From an optimization exercise on the open Yosys and OpenROAD flow, aimed at small area and a short achievable clock period; shortcuts taken in it are not production practice.
In this exercise RTL edits were held to simulation tests only and were not proved equivalent to the original.
Power figures rest on the tool's default switching activity, not on a simulated workload.

## v5
==> flow/design.v (excerpt) <==
module microprocessor(
	input wire clk,
	input wire clr,
	input wire step,
	input wire [15:0] instruction,
	output wire [15:0] pc_out,
	output reg wb_en,
	output reg [3:0] wb_addr,
	output wire [15:0] wb_data,
	output reg st_en,
	output reg [1:0] st_addr,
	output reg [15:0] st_data
);
For scale: about 1,300 cells after synthesis, about 430 flip-flops, ~75 I/O pins.
export LEC_CHECK = 0
export CAP_MARGIN = 20
export CORE_MARGIN = 2
export CORE_UTILIZATION = 40
export CTS_CLUSTER_DIAMETER = 80
export CTS_CLUSTER_SIZE = 20
export PLACE_DENSITY = 0.75
export SETUP_SLACK_MARGIN = 5
export SLEW_MARGIN = 20
export SYNTH_HIERARCHICAL = 1
create_clock -name core_clock -period 10.5 [get_ports {clk}]
standard.sh (not shown) runs the stock make flow with config.mk's settings and CLKGATE_MAP_FILE= SYNTH_SCRIPT=/design/flow/synth_recipe.tcl, a recipe that flattens the netlist after the stock synthesis.
==> flow/flow/run.sh <==
#!/bin/bash
# Own layout flow: the standard flow (standard.sh, the standard synthesis
# script and ORFS) with a few extra ORFS settings:
#  - the port buffers are sky130_fd_sc_hd__buf_4 instead of the resizer's default
#    choice (a slow delay cell);
#  - repair_timing aims for a larger setup margin.
# Each step's full output goes to a log file in the work folder.
set -euo pipefail
W=$(pwd)
X=("BUFFER_PORTS_ARGS=-buffer_cell sky130_fd_sc_hd__buf_4")
if [[ -f flow/extra.txt ]]; then
  while IFS= read -r line; do
    [[ -z "$line" || "$line" == \#* ]] && continue
    X+=("$line")
  done < flow/extra.txt
fi
printf '%s\n' "${X[@]}" > "$W/flow_settings.log"
bash standard.sh "${X[@]}" synth > "$W/flow_synth.log" 2>&1
bash standard.sh "${X[@]}" finish > "$W/flow_layout.log" 2>&1
test -f out/final.def
==> flow/flow/extra.txt <==
SETUP_SLACK_MARGIN=6.2
TNS_END_PERCENT=100
Edits applied to the flow inputs when going from v5 to v43:
Settings: a change of CTS_CLUSTER_DIAMETER from 80 to 90; a change of CTS_CLUSTER_SIZE from 20 to 24.
==> comparison <==
On critical path required time, v5 and v43 are basically level. Non-filler instance count after layout was higher in v43 than in v5. v5 → v43: non-clock buffer count has increased, final instance area moved up, share of the clock period used by the worst path grew by 0.17 points, switching portion of total power rose 0.38 points. Hold slack in v43 is 12 ps above v5. v5 has a lower wire length than v43. [v43] final-layout fill cell count fell about 0.7% relative to v5. Comparing v5 and v43, the lower static leakage was measured on v5.
diff inputs: v43 => v24
Settings: a change of CTS_CLUSTER_DIAMETER from 90 to 80; a change of CTS_CLUSTER_SIZE from 24 to 20.
==> flow/flow/extra.txt <==
SETUP_SLACK_MARGIN=6.3
TNS_END_PERCENT=100
[summary]
Via count was lower in v24 than in v43. Comparing v24 with v43, the sequential share of layout area came out essentially unchanged. Max freq v43 -> v24: improved. v24 — smallest setup slack after layout 64 ps higher, v43 as reference. Post-route worst hold slack, v24 and v43: higher on v43.
### v24 -> v3
Settings: removing PLACE_DENSITY (formerly 0.75).
==> flow/flow/extra.txt <==
SETUP_SLACK_MARGIN=6.2
TNS_END_PERCENT=100
[summary]
- Looking at the reports, v3 completed the entire flow and the layout it produced met the timing, design-rule and antenna checks.
- Core utilization in v3 is 0.27 points below v24.
- Looking at worst slew margin relative to its limit, v3 sits 13 points above v24.
- Of v3 and v24, it is v3 that has the lower fraction of area in multi-input gates.
- Against v24, v3 reports a met2 layer usage reported by global route that is higher.
- Worst slack after detailed placement delta for v3 relative to v24: 47 ps lower
- As far as sequential group share of total power is concerned, v3 and v24 perform about the same.
- Re combinational share of power: v24 was higher than v3.

microprocessor, a different RTL version from the one above (not shown whole).
Size in the first run: ~1,400 cells after synthesis, roughly 420 flip-flops, about 75 I/O pins, roughly 21,000 µm² of cells after synthesis.
export LEC_CHECK = 0
export CAP_MARGIN = 20
export CORE_MARGIN = 2
export CORE_UTILIZATION = 40
export CTS_BUF_LIST = sky130_fd_sc_hd__clkbuf_8
export SETUP_SLACK_MARGIN = 5
export SLEW_MARGIN = 20
export SYNTH_HIERARCHICAL = 1
create_clock -name core_clock -period 10.5 [get_ports {clk}]
==> flow/flow/extra.txt <==
SETUP_SLACK_MARGIN=6.2
Scripts as last shown in full above: flow/flow/run.sh
The starting point passed the timing, design-rule and antenna checks.
Next try:
==> flow/flow/extra.txt (replaced) <==
SETUP_SLACK_MARGIN=6.0
- CORE_UTILIZATION: 40 -> 50
Result: Final area shrinks by a few percent; setup slack is worse by 0.061 ns; final cell count decreases by a little under a tenth; die area is lower by about a fifth.
Next try:
==> flow/flow/extra.txt (replaced) <==
SETUP_SLACK_MARGIN=6.4
TNS_END_PERCENT=10
- CORE_UTILIZATION: 50 -> 40
Result: Wire length increases slightly; register-to-register slack is better by 0.21 ns; sequential power hardly moves.
Next try:
==> flow/flow/extra.txt (replaced) <==
SETUP_SLACK_MARGIN=6.0
TNS_END_PERCENT=10
The changed run went through all stages and came out clean.
Cell area came out lower by 2.1%.
Die area stays the same.
Clock-buffer cell count came out higher by 2.
Non-clock buffer count came out lower by 27.
Flip-flop and latch count does not change.

The RTL this note starts from:
==> flow/design.v <==
`timescale 1ns / 1ps
module ALU(
	input wire [15:0] A,
	input wire [15:0] B,
	input wire [3:0] op,
	output wire [3:0] s0,
	output wire c4,
	output wire [3:0] s1_0, s1_1, s2_0, s2_1, s3_0, s3_1,
	output wire c8_0, c8_1, c12_0, c12_1,
	output wire [15:0] logic_res,
	output wire neq
);
	function [4:0] cla4(input [3:0] p, input [3:0] g, input c);
		reg c1, c2, c3, c4;
		begin
			c1 = g[0] | (p[0] & c);
			c2 = g[1] | (p[1] & g[0]) | (p[1] & p[0] & c);
			c3 = g[2] | (p[2] & g[1]) | (p[2] & p[1] & g[0]) | (p[2] & p[1] & p[0] & c);
			c4 = g[3] | (p[3] & g[2]) | (p[3] & p[2] & g[1]) | (p[3] & p[2] & p[1] & g[0])
			     | (p[3] & p[2] & p[1] & p[0] & c);
			cla4 = {c4, p ^ {c3, c2, c1, c}};
		end
	endfunction
	wire sub = op[2];
	wire [15:0] x = A ^ {16{sub}};
	wire [15:0] p = B ^ x;
	wire [15:0] g = B & x;
	wire c16_0, c16_1;
	assign {c4, s0} = cla4(p[3:0], g[3:0], sub);
	assign {c8_0, s1_0} = cla4(p[7:4], g[7:4], 1'b0);
	assign {c8_1, s1_1} = cla4(p[7:4], g[7:4], 1'b1);
	assign {c12_0, s2_0} = cla4(p[11:8], g[11:8], 1'b0);
	assign {c12_1, s2_1} = cla4(p[11:8], g[11:8], 1'b1);
	assign {c16_0, s3_0} = cla4(p[15:12], g[15:12], 1'b0);
	assign {c16_1, s3_1} = cla4(p[15:12], g[15:12], 1'b1);
	assign logic_res = op[0] ? (B | A) : (B & A);
	assign neq = (B != A);
endmodule
`timescale 1ns / 1ps
module program_counter(
	input wire [15:0] pc,
	input wire [15:0] instruction,
	input wire step,
	input wire clr,
	output wire [15:0] d_nt,
	output wire [15:0] d_br
);
	wire [15:0] pc_inc = pc + 16'd1;
	wire is_j = (instruction[15:12] == 4'd15);
	assign d_nt = clr ? 16'd0 : !step ? pc :
	              is_j ? {pc_inc[15:12], instruction[11:0]} : pc_inc;
	assign d_br = pc_inc + {{12{instruction[3]}}, instruction[3:0]};
endmodule
`timescale 1ns / 1ps
module register_file(
	input wire [255:0] R,
	input wire [3:0] addr,
	output wire [15:0] data
);
	assign data = R[16*addr +: 16];
endmodule
`timescale 1ns / 1ps
module microprocessor(
	input wire clk,
	input wire clr,
	input wire step,
	input wire [15:0] instruction,
	output wire [15:0] pc_out,
	output reg wb_en,
	output reg [3:0] wb_addr,
	output wire [15:0] wb_data,
	output reg st_en,
	output reg [1:0] st_addr,
	output reg [15:0] st_data
);
	wire [3:0] op = instruction[15:12];
	wire [3:0] ra = instruction[11:8];
	wire [3:0] rb = instruction[7:4];
	wire [3:0] rc = instruction[3:0];
	reg [255:0] R;           
	reg [63:0] M;            
	reg [3:0] q_s0, q_s1_0, q_s1_1, q_s2_0, q_s2_1, q_s3_0, q_s3_1;
	reg q_c4, q_c8_0, q_c8_1, q_c12_0, q_c12_1;
	reg [15:0] q_logic;
	reg q_log, q_sum, q_slt, q_taken;
	reg [3:0] q_lsel;        
	reg [15:0] pc_nt, pc_br;
	genvar gi;
	wire c8 = q_c8_0 | (q_c8_1 & q_c4);
	wire c12 = q_c12_0 | (q_c12_1 & c8);
	wire [15:0] sum = {c12 ? q_s3_1 : q_s3_0, c8 ? q_s2_1 : q_s2_0,
	                   q_c4 ? q_s1_1 : q_s1_0, q_s0};
	wire [15:0] res = ({16{q_lsel[0]}} & M[15:0]) | ({16{q_lsel[1]}} & M[31:16]) |
	                  ({16{q_lsel[2]}} & M[47:32]) | ({16{q_lsel[3]}} & M[63:48]) |
	                  ({16{q_log}} & q_logic) | ({16{q_sum}} & sum) |
	                  {15'd0, q_slt & sum[15]};
	assign wb_data = res;
	wire [15:0] pc = q_taken ? pc_br : pc_nt;
	assign pc_out = pc;
	wire [15:0] r_wdata = res & {16{~clr}};
	generate
		for (gi = 0; gi < 16; gi = gi + 1) begin : rf
			wire en = clr | (wb_en & (wb_addr == gi));
			always @(posedge clk)
				if (en) R[16*gi +: 16] <= r_wdata;
		end
	endgenerate
	wire [63:0] m_init = {16'd0, 16'd5, 16'd22, 16'd1};
	generate
		for (gi = 0; gi < 4; gi = gi + 1) begin : dm
			wire en = clr | (st_en & (st_addr == gi));
			always @(posedge clk)
				if (en) M[16*gi +: 16] <= clr ? m_init[16*gi +: 16] : st_data;
		end
	endgenerate
	wire [15:0] Ar, Br;
	register_file read_a (.R(R), .addr(ra), .data(Ar));
	register_file read_b (.R(R), .addr(rb), .data(Br));
	wire [15:0] A = (wb_en && wb_addr == ra) ? res : Ar;
	wire [15:0] B = (wb_en && wb_addr == rb) ? res : Br;
	wire [3:0] s0, s1_0, s1_1, s2_0, s2_1, s3_0, s3_1;
	wire c4, c8_0, c8_1, c12_0, c12_1, neq;
	wire [15:0] logic_res;
	ALU alu0 (.A(A), .B(B), .op(op), .s0(s0), .c4(c4), .s1_0(s1_0), .s1_1(s1_1),
	          .s2_0(s2_0), .s2_1(s2_1), .s3_0(s3_0), .s3_1(s3_1), .c8_0(c8_0), .c8_1(c8_1),
	          .c12_0(c12_0), .c12_1(c12_1), .logic_res(logic_res), .neq(neq));
	wire is_lw = (op == 4'd8);
	wire wr = step & ((op[3:1] == 3'b000) | (op == 4'd2) | (op[3:1] == 3'b011) | is_lw);
	wire st = step & (op == 4'd10);
	wire [1:0] maddr = B[1:0] + rc[1:0];
	wire [15:0] d_nt, d_br;
	program_counter pc0 (.pc(pc), .instruction(instruction), .step(step), .clr(clr),
	                     .d_nt(d_nt), .d_br(d_br));
	always @(posedge clk) begin
		if (clr) begin
			wb_en <= 1'b0;
			st_en <= 1'b0;
			q_taken <= 1'b0;
		end else begin
			wb_en <= wr;
			st_en <= st;
			q_taken <= step & (op == 4'd14) & neq;
		end
		pc_nt <= d_nt;
		pc_br <= d_br;
		q_s0 <= s0;
		q_c4 <= c4;
		q_s1_0 <= s1_0;
		q_s1_1 <= s1_1;
		q_c8_0 <= c8_0;
		q_c8_1 <= c8_1;
		q_s2_0 <= s2_0;
		q_s2_1 <= s2_1;
		q_c12_0 <= c12_0;
		q_c12_1 <= c12_1;
		q_s3_0 <= s3_0;
		q_s3_1 <= s3_1;
		q_logic <= logic_res;
		q_log <= (op[3:1] == 3'b000);
		q_sum <= (op == 4'd2) | (op == 4'd6);
		q_slt <= (op == 4'd7);
		q_lsel <= {4{is_lw}} & (4'b0001 << maddr);
		wb_addr <= is_lw ? rb : rc;
		st_addr <= maddr;
		st_data <= B;
	end
endmodule
clock: 10.5 ns
lec_check: 0
cap_margin: 20
core_margin: 2
core_utilization: 40
cts_buf_list: sky130_fd_sc_hd__clkbuf_8
setup_slack_margin: 5
slew_margin: 20
synth_hierarchical: 1
==> flow/flow/extra.txt <==
SETUP_SLACK_MARGIN=6.0
Scripts as last shown in full above: flow/flow/run.sh
Next try:
==> flow/flow/extra.txt (replaced) <==
SETUP_SLACK_MARGIN=6.2
TNS_END_PERCENT=10
Settings changed: CTS_BUF_LIST sky130_fd_sc_hd__clkbuf_8 to default, CTS_CLUSTER_DIAMETER from default to 80, CTS_CLUSTER_SIZE from default to 20.
Outcome: Via count is lower by 2.1%. Worst setup slack is better by 0.085 ns. Global-route usage falls by 0.21 points.

port drivers added, routing unchanged:
In the flow no input, the clock included, has a driving cell. The finished layouts below were timed again as built, in two steps. Step 1, drivers: a clkbuf_16 drives clk and a buf_2 each remaining input, both assumed. Step 2 adds t to the input delays and takes it off the output delays; t is the mean of the earliest and latest rising clock arrival at the registers after step 1. Input paths then give back, and output paths get back, about the clock's delay inside the block. a / b / c = no drivers / after step 1 / after step 2; a / b = the first two.
run | shift t [ns] | slack for setup (ns) | worst setup path after step 2
v5 | 0.619 | 6.179 / 6.014 / 5.395 | input to register
v43 | 0.614 | 6.162 / 6.024 / 5.410 | input to register
v24 | 0.631 | 6.226 / 6.060 / 5.429 | input to register
v3 | 0.630 | 6.161 / 6.041 / 5.411 | input to register
the first run of note 2 | 0.673 | 6.006 / 5.813 / 5.141 | input to register
the second run of note 2 | 0.667 | 5.944 / 5.840 / 5.173 | input to register
the third run of note 2 | 0.682 | 5.990 / 5.773 / 5.091 | input to register
the fourth run of note 2 | 0.678 | 5.943 / 5.819 / 5.141 | input to register
the first run of note 3 | 0.685 | 6.078 / 6.026 / 5.479 | input to register
the second run of note 3 | 0.635 | 6.163 / 6.047 / 5.412 | input to register
After both steps every run listed still meets setup and hold. For the third run of note 2, which loses most, drivers alone change the setup slack by -0.217 ns; drivers and shift together by -0.899 ns.
